Source: an optimization exercise on an open RTL-to-GDS flow (aim: small area). Production flows keep margins and buffers that such runs may drop. In this exercise RTL edits were held to simulation tests only and were not proved equivalent to the original.

## onyx
## cnn_top
module cnn_top (
    input clk,
    input rst_n,
    input mode_i,
    input mem_ram_dest_i,
    input [12:0] mem_ram_adr_i,
    input [4:0] mem_ram_adr_offset_i,
    input mem_ram_data_en_i,
    input [11:0] mem_ram_data_i,
    input ecg_ready_i,
    output ecg_predict_en_o,
    input signed [11:0] ecg_data_i,
    output [1:0] ecg_predict_label_o,
    output [23:0] ecg_predict_score_o
);
export LEC_CHECK = 0
export ABC_AREA = 1
export CAP_MARGIN = 20
export CORE_MARGIN = 2
export CORE_UTILIZATION = 62
export CTS_CLUSTER_DIAMETER = 90
export CTS_CLUSTER_SIZE = 28
export PLACE_DENSITY = 0.78
export SLEW_MARGIN = 20
create_clock -name core_clock -period 20.0 [get_ports {clk}]
run.sh (not shown) runs the stock make flow with config.mk's settings and CLKGATE_MAP_FILE= SYNTH_SCRIPT=/design/flow/synth_recipe.tcl, a recipe that flattens the netlist after the stock synthesis.
[inputs] quartz vs onyx
# onyx
export LEC_CHECK = 0
export ABC_AREA = 1
export CAP_MARGIN = 20
export CORE_MARGIN = 2
export CORE_UTILIZATION = 62
export CTS_CLUSTER_DIAMETER = 90
export CTS_CLUSTER_SIZE = 28
export PLACE_DENSITY = 0.78
export SLEW_MARGIN = 20
create_clock -name core_clock -period 20.0 [get_ports {clk}]
# quartz
export LEC_CHECK = 0
export ABC_AREA = 1
export CAP_MARGIN = 20
export CORE_MARGIN = 2
export CORE_UTILIZATION = 55
export CTS_CLUSTER_DIAMETER = 90
export CTS_CLUSTER_SIZE = 28
export PLACE_DENSITY = 0.7
export SLEW_MARGIN = 20
create_clock -name core_clock -period 20.0 [get_ports {clk}]
[summary]
[quartz] shortest clock period the worst path allows after layout rose 0.58 ns relative to onyx. [compare] base=onyx new=quartz: area of the core region climbed 13%, post-synthesis instance area barely changed. What onyx reported for die height has to be multiplied by 1.06 to get the figure for quartz. In quartz, arrival time of data at the critical path endpoint is higher than in onyx. The higher critical path depth of onyx and quartz is in quartz. Relative to onyx, initial antenna violation count decreased by 1 in quartz. Between onyx and quartz, worst setup slack decreased.
### quartz -> sierra
# quartz
export LEC_CHECK = 0
export ABC_AREA = 1
export CAP_MARGIN = 20
export CORE_MARGIN = 2
export CORE_UTILIZATION = 55
export CTS_CLUSTER_DIAMETER = 90
export CTS_CLUSTER_SIZE = 28
export PLACE_DENSITY = 0.7
export SLEW_MARGIN = 20
create_clock -name core_clock -period 20.0 [get_ports {clk}]
# sierra
export LEC_CHECK = 0
export ABC_AREA = 1
export CAP_MARGIN = 20
export CORE_MARGIN = 2
export CORE_UTILIZATION = 55
export CTS_CLUSTER_DIAMETER = 100
export CTS_CLUSTER_SIZE = 25
export PLACE_DENSITY = 0.7
export SLEW_MARGIN = 20
create_clock -name core_clock -period 20.0 [get_ports {clk}]
### Flow results
sierra vs. quartz: layout overhead on the synthesized area held steady, global-route usage neither gained nor lost much.
quartz -> sierra: total length of routed wires flat
Reported for sierra and quartz, number of signal-net inverters in the final layout turned out identical to the last digit.
Compared with quartz, sierra shows a register-to-register slack that is 0.02 ns lower.
Between sierra and quartz, the difference in first-pass GRT wire length is negligible.
Having completed the whole flow, sierra delivered a layout that passed the timing, DRC and antenna checks.
| part of the cycle the worst path needs | sierra vs quartz | ≈ equal |
Status: share of post-route cells with drive strength above 1 parity (quartz, sierra)


Setup of lane 4:
cnn_top, a different RTL version from the one above (not shown whole).
Size: roughly 75 I/O pins.
clock: 20.0 ns
lec_check: 0
abc_area: 1
cap_margin: 20
core_margin: 2
core_utilization: 55
cts_cluster_diameter: 80
cts_cluster_size: 32
place_density: 0.7
slew_margin: 20
No stage failed in lane 4, and the final checks on the layout all came back clean.
### lane 4 -> lane 1
Settings: changing CTS_CLUSTER_SIZE from 32 to 28; changing CTS_CLUSTER_DIAMETER from 80 to 90.
==> comparison <==
- In lane 1 the setup slack of the critical path after layout turned out 0.15 ns higher than in lane 4.
- Measured against each other, lane 4 and lane 1 differ in minimum clock period after layout, the lower figure coming from lane 1.
- Compared to lane 4, lane 1 reaches a higher achievable clock.
- Any difference in average wire per cell in the routed design between lane 1 and lane 4 is small enough to ignore.


cnn_top, a different RTL version from the one above (not shown whole).
Size in the first run: roughly 13000 cells after synthesis, ~75 I/O pins.
export LEC_CHECK = 0
export ABC_AREA = 1
export CAP_MARGIN = 20
export CORE_MARGIN = 2
export CORE_UTILIZATION = 45
export CTS_CLUSTER_DIAMETER = 100
export CTS_CLUSTER_SIZE = 25
export PLACE_DENSITY = 0.6
export SLEW_MARGIN = 20
create_clock -name core_clock -period 20.0 [get_ports {clk}]
Then changed:
- CAP_MARGIN: 20 -> 5
- CORE_UTILIZATION: 45 -> 55
- PLACE_DENSITY: 0.6 -> 0.7
- SLEW_MARGIN: 20 -> 5
What happened:
- worst setup slack improves by 390 ps
- worst hold slack loses 27 ps
- die area went down by about 18%
Then changed:
- CAP_MARGIN: 5 -> 20
- SLEW_MARGIN: 5 -> 20
- via count stays flat
- clock-buffer cell count stays the same
- final cell count is about the same
- wire length barely changes
- die area is unchanged
- final area is about the same
Then changed:
- CORE_UTILIZATION: 55 -> 65
- PLACE_DENSITY: 0.7 -> 0.8
The new run passed the timing, DRC and antenna checks.
Routed wire length rises by 1.7%.
Utilization rises by 11 points.
Cell count falls by 3.2%.
Synthesized cell count does not change.
Sequential share of layout area rises by 0.23 points.
Setup slack is better by 160 ps.
Cell area falls by 0.36%.
First-iteration DRC count rises by 3.5%.
Maximum frequency rises by 0.94%.

==> afterwards: timing with drivers on the ports <==
How much do the figures lean on ideal ports? The routed layouts below were timed once more, with nothing changed but the port constraints. Step 1 (the two cells are an assumption about what drives the block):
set clk [get_ports {clk}]
set_driving_cell -lib_cell sky130_fd_sc_hd__clkbuf_16 $clk
set_driving_cell -lib_cell sky130_fd_sc_hd__buf_2 [delete_from_list [all_inputs] $clk]
Step 2 adds t to the input delays and takes it off the output delays; t is the mean of the earliest and latest rising clock arrival at the registers after step 1. Input paths then give back, and output paths get back, about the clock's delay inside the block. Slacks: ideal / step 1 / step 2; pairs: ideal / step 1.
run	shift t [ns]	setup WS [ns]	worst setup path at the end	worst data-port slew with drivers (ns)
onyx	0.958	3.521 / 3.521 / 3.521	register to register	0.15
quartz	0.964	2.941 / 2.941 / 2.941	register to register	0.10
sierra	0.970	2.920 / 2.920 / 2.920	register to register	0.09
lane 4	0.938	2.087 / 2.087 / 2.087	register to register	0.28
lane 1	0.936	2.242 / 2.242 / 2.242	register to register	0.24
the first run of note 3	0.984	2.348 / 2.348 / 2.348	register to register	0.08
the second run of note 3	0.989	2.737 / 2.737 / 2.737	register to register	0.19
the third run of note 3	0.989	2.747 / 2.747 / 2.747	register to register	0.19
the fourth run of note 3	0.973	2.907 / 2.907 / 2.907	register to register	0.17
After both steps setup and hold are still met in every run listed.
